What follows belongs to an exercise in optimizing a design on an open flow for small area, a short achievable clock period and few clock cycles; a production flow would make more cautious choices.
The RTL was checked by simulation tests, not by an equivalence proof against the original design.
Power figures rest on the tool's default switching activity, not on a simulated workload.

==> flow/config.mk <==
export PLATFORM = sky130hd
export DESIGN_NAME = kf_top
export DESIGN_NICKNAME = kf_top
export VERILOG_FILES = /design/flow/design.v
export SDC_FILE = /design/flow/constraint.sdc
export NUM_CORES = 4
export LEC_CHECK = 0
export CAP_MARGIN = 20
export CORE_MARGIN = 2
export CORE_UTILIZATION = 40
export PLACE_DENSITY = 0.6
export SLEW_MARGIN = 20
==> flow/constraint.sdc <==
create_clock -name core_clock -period 10.0 [get_ports {clk}]
set_input_delay 2.0000 -clock core_clock [delete_from_list [all_inputs] [get_ports {clk}]]
set_output_delay 2.0000 -clock core_clock [all_outputs]
set_load 0.01 [all_outputs]
==> flow/design.v <==
`timescale 1ns/1ps
module reg_we #(parameter W=24)(
  input clk, input we, input [W-1:0] d, output reg [W-1:0] q
);
  always @(posedge clk) if (we) q <= d;
endmodule
module data_bank
#(parameter W=24, parameter DEPTH=40, parameter ADDRW=6, parameter FORWARD=1)
(
  input clk,
  input we, input [ADDRW-1:0] waddr, input [W-1:0] wdata,
  input [ADDRW-1:0] raddr_a, input [ADDRW-1:0] raddr_b,
  output reg [W-1:0] rdata_a, output reg [W-1:0] rdata_b
);
  reg [W-1:0] mem [0:DEPTH-1];
  always @(posedge clk) if (we) mem[waddr] <= wdata;
  always @* begin
    rdata_a = mem[raddr_a];
    if (FORWARD && we && (raddr_a == waddr)) rdata_a = wdata;
  end
  always @* begin
    rdata_b = mem[raddr_b];
    if (FORWARD && we && (raddr_b == waddr)) rdata_b = wdata;
  end
endmodule
module mem_reg
#(parameter W=24, parameter DEPTH=40, parameter ADDRW=6, parameter FORWARD=1)
(
  input clk,
  input db_we, input [ADDRW-1:0] db_waddr, input [W-1:0] db_wdata,
  input [ADDRW-1:0] db_raddr_a, input [ADDRW-1:0] db_raddr_b,
  output [W-1:0] db_rdata_a, output [W-1:0] db_rdata_b,
  input rq_we, input [W-1:0] rq_d, output [W-1:0] rq_q,
  input rd_we, input [W-1:0] rd_d, output [W-1:0] rd_q
);
  data_bank #(.W(W), .DEPTH(DEPTH), .ADDRW(ADDRW), .FORWARD(FORWARD)) Data_Bank (
    .clk(clk), .we(db_we), .waddr(db_waddr), .wdata(db_wdata),
    .raddr_a(db_raddr_a), .raddr_b(db_raddr_b),
    .rdata_a(db_rdata_a), .rdata_b(db_rdata_b)
  );
  reg_we #(.W(W)) RQ (.clk(clk), .we(rq_we), .d(rq_d), .q(rq_q));
  reg_we #(.W(W)) RD (.clk(clk), .we(rd_we), .d(rd_d), .q(rd_q));
endmodule
`timescale 1ns/1ps
module router_b
#(parameter W=24)
(
  input  [W-1:0] A_data,    
  input  [W-1:0] B_data,    
  input  [W-1:0] RQ,        
  input  [W-1:0] RD,        
  input  [1:0]   sel_R,     
  input  [1:0]   sel_S,     
  input          inv_R,     
  input          inv_S,     
  input  [1:0]   sel_I,     
  output [W-1:0] R,
  output [W-1:0] S,
  output [W-1:0] I,
  output         msb_R,
  output         msb_S
);
  reg [W-1:0] R_mux;
  always @* begin
    case (sel_R)
      2'b00: R_mux = A_data;
      2'b01: R_mux = RQ;
      2'b10: R_mux = {W{1'b0}};
      default: R_mux = {W{1'b1}};  
    endcase
  end
  reg [W-1:0] S_mux;
  always @* begin
    case (sel_S)
      2'b00: S_mux = B_data;
      2'b01: S_mux = RD;
      2'b10: S_mux = {W{1'b0}};
      default: S_mux = {W{1'b1}};  
    endcase
  end
  assign R = inv_R ? ~R_mux : R_mux;
  assign S = inv_S ? ~S_mux : S_mux;
  reg [W-1:0] I_r;
  always @* begin
    case (sel_I)
      2'b00: I_r = {W{1'b0}};                
      2'b01: I_r = {{(W-1){1'b0}}, 1'b1};    
      2'b10: I_r = {W{1'b1}};                
      default: I_r = {W{1'b0}};
    endcase
  end
  assign I = I_r;
  assign msb_R = R[W-1];
  assign msb_S = S[W-1];
endmodule
`timescale 1ns/1ps
module recip_unit
#(parameter W=24, parameter FRAC=14)
(
  input              clk,
  input              rst_n,       
  input              start,       
  input  [W-2:0]     den_mag,     
  output reg [W-2:0] q_mag,       
  output reg         rdy          
);
  localparam CNTW = 8;            
  reg [CNTW-1:0]    cnt;
  reg               run;
  reg [2*FRAC+W:0]  rem;          
  wire [2*FRAC+W:0] rem_sub = rem - {{(2*FRAC+1){1'b0}}, den_mag, {(W-1){1'b0}}};  
  always @(posedge clk) begin
    if (!rst_n) begin
      run   <= 1'b0;
      rdy   <= 1'b0;
    end else if (start && !run) begin
      rem   <= {{(W-2){1'b0}}, 1'b1, {(2*FRAC+1){1'b0}}};  
      q_mag <= {(W-1){1'b0}};
      cnt   <= (W-1);   
      run   <= 1'b1;
      rdy   <= 1'b0;
    end else if (run) begin
      rem <= {rem[2*FRAC+W-1:0], 1'b0};
      if (rem_sub[2*FRAC+W]) begin
        q_mag <= {q_mag[W-3:0], 1'b0};
      end else begin
        rem   <= {rem_sub[2*FRAC+W-1:0], 1'b0};
        q_mag <= {q_mag[W-3:0], 1'b1};
      end
      if (cnt == 1) begin
        run <= 1'b0;
        rdy <= 1'b1;
      end else begin
        cnt <= cnt - 1;
        rdy <= 1'b0;
      end
    end else begin
      rdy <= 1'b0;
    end
  end
endmodule
module au
#(parameter W=24, parameter FRAC=14)
(
  input               clk,
  input               rst_n,         
  input               start,         
  input  [W-1:0]      R_in,
  input  [W-1:0]      S_in,
  input  [W-1:0]      Iimm_in,       
  input  [1:0]        op_sel,        
  input  [1:0]        mul_y_sel,     
  output reg [W-1:0]  result,        
  output reg          done,          
  output              busy           
);
  localparam [W-2:0] MAG_MAX = {(W-1){1'b1}};
  function [W:0] sm_to_tc;  
    input [W-1:0] sm;
    reg   [W-2:0] mag;
    begin
      mag     = sm[W-2:0];
      sm_to_tc = sm[W-1] ? -{{1'b0}, mag} : {{1'b0}, mag};
    end
  endfunction
  function [W-1:0] tc_to_sm_sat;
    input signed [W:0] val;
    reg         sign;
    reg [W-2:0] mag;
    reg signed [W:0] absval;
    begin
      sign  = (val < 0);
      absval = sign ? -val : val;
      if (absval[W-1:0] > MAG_MAX) mag = MAG_MAX;
      else                         mag = absval[W-1:0];
      tc_to_sm_sat = {sign, mag};
    end
  endfunction
  wire signed [W:0] R_tc = sm_to_tc(R_in);
  wire signed [W:0] S_tc = sm_to_tc(S_in);
  wire signed [W:0] add_tc = R_tc + S_tc;
  wire signed [W:0] sub_tc = R_tc - S_tc;
  wire [W-1:0]      add_sm = tc_to_sm_sat(add_tc);
  wire [W-1:0]      sub_sm = tc_to_sm_sat(sub_tc);
  reg [W-1:0] R_lat, S_lat, Iimm_lat;
  reg [1:0]   op_lat, muly_lat;
  wire signed [W:0] R_lat_tc, S_lat_tc, add_lat_tc, sub_lat_tc;
  wire [W-1:0] add_lat_sm, sub_lat_sm;
  wire [W-2:0] R_mag   = R_lat[W-2:0];
  wire [W-2:0] S_mag   = S_lat[W-2:0];
  reg  [W-1:0] Y_sel;         
  wire [W-2:0] Y_mag   = Y_sel[W-2:0];
  wire         Y_sign  = Y_sel[W-1];
  wire         sign_mul_sel = R_lat[W-1] ^ Y_sign;
  wire [2*(W-1)-1:0] prod_full = R_mag * Y_mag;
  wire [W-2:0]       prod_scaled  = prod_full[2*(W-1)-1:FRAC];
  wire [W-2:0] mul_mag_sat = (prod_scaled > MAG_MAX) ? MAG_MAX : prod_scaled;
  wire [W-1:0] mul_sm      = {sign_mul_sel, mul_mag_sat};
  wire [W-2:0] recip_q_mag;
  wire         recip_rdy;
  reg          recip_start;
  reg          recip_start_reg;   
  recip_unit #(.W(W), .FRAC(FRAC)) Mult_Inv (
    .clk   (clk),
    .rst_n (rst_n),
    .start (recip_start_reg),
    .den_mag(S_mag == { (W-1){1'b0} } ? {{(W-2){1'b1}},1'b0} : S_mag),  
    .q_mag (recip_q_mag),
    .rdy   (recip_rdy)
  );
  localparam ST_IDLE   = 2'd0;
  localparam ST_SIMPLE = 2'd1;  
  localparam ST_WAITR  = 2'd2;  
  localparam ST_MULINV = 2'd3;  
  reg [1:0] state, next_state;
  assign R_lat_tc = sm_to_tc(R_lat);
  assign S_lat_tc = sm_to_tc(S_lat);
  assign add_lat_tc = R_lat_tc + S_lat_tc;
  assign sub_lat_tc = R_lat_tc - S_lat_tc;
  assign add_lat_sm = tc_to_sm_sat(add_lat_tc);
  assign sub_lat_sm = tc_to_sm_sat(sub_lat_tc);
  assign busy = (state == ST_WAITR);
  always @* begin
    next_state   = state;
    recip_start  = 1'b0;
    case (state)
      ST_IDLE: begin
        if (start) begin
          if (op_sel == 2'b11 || (op_sel==2'b10 && mul_y_sel==2'b10)) begin
            next_state  = ST_WAITR;
            recip_start = 1'b1;
          end else begin
            next_state  = ST_SIMPLE;
          end
        end
      end
      ST_SIMPLE: begin
        next_state = ST_IDLE;
      end
      ST_WAITR: begin
        if (recip_rdy) begin
          next_state = ST_MULINV;  
        end
      end
      ST_MULINV: begin
        next_state = ST_IDLE;
      end
    endcase
  end
  always @(posedge clk) begin
    if (state == ST_IDLE && start) begin
      R_lat    <= R_in;
      S_lat    <= S_in;
      Iimm_lat <= Iimm_in;
      op_lat   <= op_sel;
      muly_lat <= mul_y_sel;
    end
  end
  always @* begin
    case (state)
      ST_SIMPLE: begin
        case (op_lat==2'b10 ? muly_lat : 2'b00)  
          2'b01: Y_sel = Iimm_lat;
          2'b10: Y_sel = {S_lat[W-1], recip_q_mag};  
          default: Y_sel = S_lat;
        endcase
      end
      ST_MULINV: begin
        Y_sel = {S_lat[W-1], recip_q_mag};  
      end
      default: begin
        Y_sel = S_in;
      end
    endcase
  end
  always @(posedge clk) begin
    case (state)
      ST_SIMPLE: begin
        case (op_lat)
          2'b00: result <= add_lat_sm;     
          2'b01: result <= sub_lat_sm;     
          2'b10: result <= mul_sm;         
          default: result <= {1'b0, {(W-1){1'b0}}};
        endcase
      end
      ST_MULINV: begin
        result <= mul_sm;              
      end
    endcase
  end
  always @(posedge clk) begin
    if (!rst_n) begin
      state           <= ST_IDLE;
      done            <= 1'b0;
      recip_start_reg <= 1'b0;
    end else begin
      state <= next_state;
      done <= (state == ST_SIMPLE || state == ST_MULINV);
      recip_start_reg <= recip_start;
    end
  end
endmodule
`timescale 1ns/1ps
module rom_256x16 (
  input      [7:0]   addr,
  output reg [15:0]  dout
);
  always @* begin
    case (addr)
      8'd0: dout = 16'b00010_00000_00_00_01;  
      8'd1: dout = 16'b00011_00000_00_00_01;  
      8'd2: dout = 16'b00100_00000_00_00_01;  
      8'd3: dout = 16'b00000_00000_00_00_01;  
      8'd4: dout = 16'b00001_00000_00_00_01;  
      8'd5: dout = 16'b00101_00000_00_00_01;  
      8'd6: dout = 16'b00010_00000_00_00_11;  
      8'd7: dout = 16'b00000_01000_00_10_10;  
      8'd8: dout = 16'b00000_00000_01_00_00;  
      8'd9: dout = 16'b01000_00000_00_00_01;  
      8'd10: dout = 16'b00001_01000_00_10_10;  
      8'd11: dout = 16'b00000_00000_01_00_00;  
      8'd12: dout = 16'b01110_00000_00_00_01;  
      8'd13: dout = 16'b00110_01000_00_10_10;  
      8'd14: dout = 16'b00000_00000_01_00_00;  
      8'd15: dout = 16'b01110_00000_00_00_01;  
      8'd16: dout = 16'b00110_00000_00_00_11;  
      8'd17: dout = 16'b00011_01000_00_00_10;  
      8'd18: dout = 16'b00000_00000_01_00_00;  
      8'd19: dout = 16'b01110_00000_00_00_01;  
      8'd20: dout = 16'b00110_00000_00_00_11;  
      8'd21: dout = 16'b00100_01000_00_00_10;  
      8'd22: dout = 16'b00000_00000_01_00_00;  
      8'd23: dout = 16'b01111_00000_00_00_01;  
      8'd24: dout = 16'b00111_01000_00_11_10;  
      8'd25: dout = 16'b00000_00000_01_00_00;  
      8'd26: dout = 16'b01001_00000_00_00_01;  
      8'd27: dout = 16'b00101_00000_00_00_11;  
      8'd28: dout = 16'b00000_01000_00_01_10;  
      8'd29: dout = 16'b00000_00000_01_00_00;  
      8'd30: dout = 16'b01111_00000_00_00_01;  
      8'd31: dout = 16'b00001_00000_00_00_11;  
      8'd32: dout = 16'b00111_01000_00_10_10;  
      8'd33: dout = 16'b00000_00000_01_00_00;  
      8'd34: dout = 16'b01111_00000_00_00_01;  
      8'd35: dout = 16'b00000_00000_00_00_11;  
      8'd36: dout = 16'b00111_01000_00_00_10;  
      8'd37: dout = 16'b00000_00000_01_00_00;  
      8'd38: dout = 16'b01000_00000_00_00_01;  
      8'd39: dout = 16'b00000_00000_10_00_00;  
      default: dout = 16'b00000_00000_10_00_00;  
    endcase
  end
endmodule
module sequencer (
  input             clk,
  input             rst_n,       
  input             start,       
  input             continue_i,  
  output     [4:0]  ctl_a,
  output     [4:0]  ctl_b,
  output     [1:0]  ctl_c,
  output     [1:0]  ctl_d,
  output     [1:0]  ctl_e,
  output reg        ready,       
  output     [7:0]  pc_dbg       
);
  reg running;
  reg [7:0] pc;
  wire [15:0] instr;
  rom_256x16 ROM (
    .addr(pc),
    .dout(instr)
  );
  assign ctl_a = instr[15:11];
  assign ctl_b = instr[10:6];
  assign ctl_c = instr[5:4];
  assign ctl_d = instr[3:2];
  assign ctl_e = instr[1:0];
  assign pc_dbg = pc;
  always @(posedge clk) begin
    if (!rst_n) begin
      ready <= 1'b1;
      pc    <= 8'd0;
    end else if (ready) begin
      if (start) begin
        ready <= 1'b0;
        pc    <= 8'd0;
      end
    end else begin
      case (ctl_c)
        2'b00: begin
          pc <= pc + 8'd1;
        end
        2'b01: begin
          if (continue_i) begin
            pc <= pc + 8'd1;
          end
        end
        2'b10: begin
          ready <= 1'b1;
        end
        2'b11: begin
          pc <= pc + 8'd1;
        end
      endcase
    end
  end
endmodule
`timescale 1ns/1ps
module kf_top
#(parameter W=24, parameter FRAC=14, parameter NR=40, parameter ADDRW=6)
(
  input              clk,
  input              rst_n,
  input              start,            
  input  [W-1:0]     data_in,          
  output             ready,            
  output [W-1:0]     result_out,       
  output reg         au_done           
);
  wire [4:0]  ctl_a;       
  wire [4:0]  ctl_b;       
  wire [1:0]  ctl_c;       
  wire [1:0]  ctl_d;       
  wire [1:0]  ctl_e;       
  wire        continue_i;  
  sequencer Sequencer (
    .clk        (clk),
    .rst_n      (rst_n),
    .start      (start),
    .continue_i (continue_i),
    .ready      (ready),
    .ctl_a      (ctl_a),
    .ctl_b      (ctl_b),
    .ctl_c      (ctl_c),
    .ctl_d      (ctl_d),
    .ctl_e      (ctl_e),
    .pc_dbg     ()              
  );
  wire [1:0]  sel_data   = ctl_a[4:3];
  wire [ADDRW-1:0] addr_a = {{(ADDRW-3){1'b0}}, ctl_a[2:0]};
  wire [1:0]  sel_R      = ctl_b[4:3];
  wire [1:0]  sel_S      = ctl_b[2:1];
  wire        addr_mode  = ctl_b[0];
  wire [ADDRW-1:0] addr_b = addr_mode ? 
                            (addr_a + 1'b1) : 
                            addr_a;
  wire        inv_R      = 1'b0;   
  wire        inv_S      = 1'b0;
  wire [1:0]  sel_I      = 2'b00;  
  wire [1:0]  op_sel     = ctl_d[1:0];
  wire [1:0]  mul_y_sel  = 2'b00;  
  wire        rq_we      = (ctl_e == 2'b11);
  wire        rd_we      = (sel_data == 2'b10) && ctl_e[0] && !rq_we;
  wire        au_start   = ctl_e[1] && !rq_we && !rd_we;
  wire        write_en   = ctl_e[0] && !rq_we && !rd_we;
  wire [W-1:0]     ra_data;
  wire             ra_we;
  wire [W-1:0]     au_result;
  assign ra_data = (sel_data == 2'b00) ? data_in :
                   (sel_data == 2'b01) ? au_result :
                   {W{1'b0}};   
  assign ra_we = write_en;
  wire [W-1:0] db_rdata_a, db_rdata_b;
  wire [W-1:0] rq_q, rd_q;
  mem_reg #(.W(W), .DEPTH(NR), .ADDRW(ADDRW), .FORWARD(1)) Memory_Registers (
    .clk        (clk),
    .db_we      (ra_we && !rq_we && !rd_we),   
    .db_waddr   (addr_a),      
    .db_wdata   (ra_data),
    .db_raddr_a (addr_a),      
    .db_raddr_b (addr_b),      
    .db_rdata_a (db_rdata_a),
    .db_rdata_b (db_rdata_b),
    .rq_we      (rq_we),
    .rq_d       (db_rdata_a),   
    .rq_q       (rq_q),
    .rd_we      (rd_we),
    .rd_d       (db_rdata_a),   
    .rd_q       (rd_q)
  );
  wire [W-1:0] R_bus, S_bus, I_bus;
  router_b #(.W(W)) Router_B (
    .A_data (db_rdata_a),
    .B_data (db_rdata_b),
    .RQ     (rq_q),
    .RD     (rd_q),
    .sel_R  (sel_R),
    .sel_S  (sel_S),
    .inv_R  (inv_R),
    .inv_S  (inv_S),
    .sel_I  (sel_I),
    .R      (R_bus),
    .S      (S_bus),
    .I      (I_bus),
    .msb_R  (),   
    .msb_S  ()
  );
  wire au_busy;
  wire au_op_done;
  au #(.W(W), .FRAC(FRAC)) AU (
    .clk       (clk),
    .rst_n     (rst_n),
    .start     (au_start),
    .R_in      (R_bus),
    .S_in      (S_bus),
    .Iimm_in   (I_bus),
    .op_sel    (op_sel),
    .mul_y_sel (mul_y_sel),
    .result    (au_result),
    .done      (au_op_done),
    .busy      (au_busy)
  );
  assign continue_i = au_op_done;
  always @(posedge clk) begin
    if (!rst_n) au_done <= 1'b0;
    else        au_done <= !ready && (ctl_c == 2'b10);
  end
  assign result_out = au_result;
endmodule
==> flow/run.sh <==
#!/bin/bash
# synth_recipe.tcl (not shown) runs the flow's synth.tcl, then flattens the netlist and writes it again
# the make line also repeats each setting of config.mk as NAME=value (left out here)
make -C /OpenROAD-flow-scripts/flow DESIGN_CONFIG=/design/flow/config.mk WORK_HOME=/design/flow/orfs CLKGATE_MAP_FILE= SYNTH_SCRIPT=/design/flow/synth_recipe.tcl finish
==> flow_metrics.py <==
metrics = {
    "final_layout": {
        "num_antenna_cells": 0,
        "fin_util_pct": 45.5,
        "fill_cells": 9060,
        "largest_reg_flops": 192,
        "layoutNonFillerInstCount": 5364,
        "area_growth_syn_to_layout_pct": 13.1,
        "final_nets": 4707,
        "layout-drive-gt1-share_pct": 11.6,
    },
    "grt": {
        "use_met2_pct": 40.6,
        "gr-usage-met1_pct": 33.5,
        "grt_pass1_wl_mm": 182,
        "track_usage_pct": 24.4,
        "grt_overflow": 0,
        "grt_max_degree": 54,
        "grt_pass1_vias": 29500,
        "grt_util_met3_pct": 3.11,
        "gr-max-usage-layer": "met2",
        "antenna_found_initial": 0,
    },
    "worst_hold_path": {
        "hp-start": "AU.Mult_Inv.rdy",
        "hold_path_end": "AU.state[0]",
        "hp-class": "flop to flop",
        "min_path_cells": 2,
    },
    "floorplanning": {
        "fp.dieW_um": 313,
        "die_area_um2": 97700,
        "start_util_pct": 40.2,
        "core_um2": 94700,
        "rows": 113,
        "io_pins": 53,
        "die_h_um": 313,
    },
    "synth": {
        "synth_top_area_share_pct": 27.6,
        "ys_top_cells_by_area": "edfxtp_1, fa_1, ha_1",
        "async_flop_share_pct": 0,
        "yosys.area_share.simple_pct": 15.3,
        "yosysUniqueCellTypes": 85,
        "ys_seq_elements": 377,
        "synth_compound_area_share_pct": 11.4,
        "postSynthAreaPerCell_um2": 9.71,
        "synthMuxAreaShare_pct": 4.02,
        "synth_top_family_by_area": "adder cells",
        "yosysWarnings": 8,
        "syn_nets": 4560,
        "synth-seq-area-share_pct": 29.0,
        "syn_inst": 3920,
        "synth_edf_count": 350,
        "synth_area_um2": 38100,
        "dominantRegCellSynth": "edfxtp_1",
        "synthXorXnorAreaFrac_pct": 4.62,
        "synth_top_cell_by_area": "edfxtp_1",
        "synthAdderAreaFrac_pct": 28.1,
    },
    "clock_network": {
        "clk_pin_slew_worst_paths_ns": 0.06,
        "cts-root-buf": "clkbuf_16",
        "cts_tree": "yes",
        "holdBufCountCts": 0,
        "post_cts_buffers": 0,
        "clock_path_buffers": 3,
        "worstSkewPairLatency_ns": 0.59,
        "htree_levels": 2,
        "clkSinkCount": 377,
        "cts_buffers": 42,
    },
    "route": {
        "post-route-drc-count": 0,
        "first_iter_violations": 2423,
        "ant_nets": 0,
        "vias": 29400,
        "avgViaCountPerCell": 5.48,
        "drt_pass1_iterations": 7,
        "wirelength_mm": 119,
        "post_drt_wl_per_cell_um": 22.2,
    },
    "timing": {
        "hold_viol": 0,
        "fin_worst_skew_ns": 0.0251,
        "fin_tns_setup_ns": 0,
        "tightest_slew_ns": 1.14,
        "setup_slack_ns": 0.373,
        "slew_headroom_pct": 24.2,
        "fmax_ghz": 0.104,
        "rsz0062_at_grt": "no",
        "slew_violations": 0,
        "finalSetupViolations": 0,
        "fin_crit_sh_pct": 96.3,
        "whs_ns": 0.477,
        "fin_crit_ns": 9.63,
    },
    "placement": {
        "placedCellCount": 5288,
        "portBuffers": 52,
        "preCtsSetupSlack_ns": -0.723,
        "dpl.hpwl_mm": 92.7,
        "gp_congestion": 0.945,
    },
    "job": {
        "maxCapViolCount": 0,
    },
    "worst_setup_path": {
        "cpMostUsedCell": "fa_1",
        "crit_family": "adder cells",
        "start_kind": "input pin",
        "required_ns": 10.32,
        "path_max_fanout": 10,
        "cp.arrival_ns": 9.94,
        "ff2ff_setup_slack_ns": 0.63,
        "path_class": "input pin to flop",
        "crit_path_top_delay_cell": "a21oi_1",
        "worst_setup_path_end_kind": "flop",
        "r2r_cells": 32,
        "r2r_end": "AU.result[22]",
        "crit_path_max_incr_delay_ns": 0.53,
        "critPathBufInv": 10,
    },
    "status": {
        "run_status": "no timing/DRC/antenna violations",
    },
    "pwr": {
        "p_per_area_nw_per_um2": 289,
        "vdd_drop_max_v": 0.000530,
        "p_leak_uw": 0.0183,
    },
}
==> where the power goes <==
group          leakage (µW)  internal [µW]  switching [µW]
clock              0.000640            849             665
combinational        0.0142           4090            5070
sequential          0.00343           1750            10.2
==> cell usage after synthesis (all sizes together) (19+ instances only) <==
cell    instances
nor2          232
ha            207
nor3b          21
inv           545
xnor2         131
a21oi         152
or3            22
o22ai          24
a211oi         27
o221ai         25
mux2           63
buf            32
and2          191
clkbuf        177
nand3          43
xor2           58
nor3           42
nor2b          72
mux2i          73
o21a           26
and3           21
nor4           19
nand2b         43
nand2         417
o31ai          28
edfxtp        350
dfxtp          27
a21o           47
o21ai         144
a31oi          31
o211ai         34
fa            406
==> cells in the final DEF (no fill, tap or decap), types with 27 or more instances in the layout <==
cell type / instances
ha_1: 207
nand2_1: 416
o31ai_1: 27
xnor2_1: 130
nor2_1: 225
o21ai_0: 139
clkbuf_16: 44
a31oi_1: 29
nor3_1: 37
and2_1: 191
fa_1: 406
inv_1: 544
buf_4: 244
nand3_1: 43
nand2b_1: 42
a211oi_1: 27
a21o_1: 47
o211ai_1: 34
mux2i_1: 73
xor2_1: 56
edfxtp_1: 350
mux2_2: 63
a21oi_1: 130
nor2b_1: 71
clkdlybuf4s50_1: 52
==> worst register-to-register path: cells and delay by family (launching register included) <==
family	cells	cell delay (ns)
flip-flops	1	0.55
AND/OR/NAND/NOR	5	1.24
adder cells (fa/ha/maj)	8	3.62
XOR/XNOR	1	0.15
buffers and inverters	7	1.09
AO/OA/AOI/OAI	11	2.43
==> area by class of cell <==
cell class              instances  area [µm²]  share of cell area (%)
multi-input cells            2787       24400                    56.6
flip-flops and latches        377       11100                    25.7
repair buffers                312        2660                    6.18
inverters                     547        2050                    4.77
well taps                    1265        1580                    3.67
clock buffers                  56        1160                    2.68
clock inverters                20         188                   0.436
==> logic make-up after synthesis <==
family | Yosys count
muxes | 140
AOI/OAI and AO/OA | 653
adders and majority gates | 613
and+or+nand+nor | 1188
xor gates and xnor gates | 193
buffers and inverters | 756
DFF | 377
==> metrics by stage <==
| step | instance area, µm² | total power [µW] |
|---|---|---|
| global placement | 41600 | 10800 |
| detailed placement | 41600 | 10800 |
| global route | 43100 | 13200 |
| CTS | 43000 | 12400 |
| floorplan | 38100 | 6180 |
| finish | 43100 | 12400 |
==> repair_timing <==
action,4_1_cts,5_1_grt
setup endpoints to repair,4,7
resized for setup,3,17
pin swaps,0,1
==> how the worst max path moves through the flow <==
stage               cells past startpoint            end         from  slack, ns
CTS                                    31  AU.result[21]   data_in[6]     0.0001
global route                           33  AU.result[21]   data_in[5]       0.01
floorplan                              31  AU.result[17]   data_in[7]       0.24
finish                                 34  AU.result[22]  data_in[13]       0.37
detailed placement                     35  AU.result[21]   data_in[9]      -0.72
global placement                       35  AU.result[21]   data_in[9]      -0.61
==> per-layer routing <==
| layer | vias up | wire length, µm | share of wire, % |
|---|---|---|---|
| li1 | 13400 | - | - |
| met1 | 14800 | 50900 | 43 |
| met2 | 994 | 56800 | 48 |
| met3 | 174 | 7580 | 6.4 |
| met4 | 0 | 3940 | 3.3 |
| met5 | - | 0 | 0 |
Testbench counts, summed over its fixed seeds: cycles 24,000.

## what the ideal ports hide
No port has a modelled driver above. Below, the same layout with a new extraction and two added sets of constraints. Step 1: set_driving_cell puts a clkbuf_16 on clk and a buf_2 on each other input, an assumption about the parent block. Step 2, shift: input delay + t, output delay - t, t = (earliest + latest rising clock arrival at the registers) / 2. This alone moves slack from input paths to output paths. Slacks: no drivers / after step 1 / after step 2; pairs: no drivers / after step 1.
t, ns: 0.629
setup WS [ns]: 0.373 / 0.396 / -0.233
pins driven straight from the clock port: 1
With both steps, setup timing fails in this run, where it was met with ideal ports. The setup slack of this run moves by +0.023 ns with the drivers and by -0.606 ns with both steps.
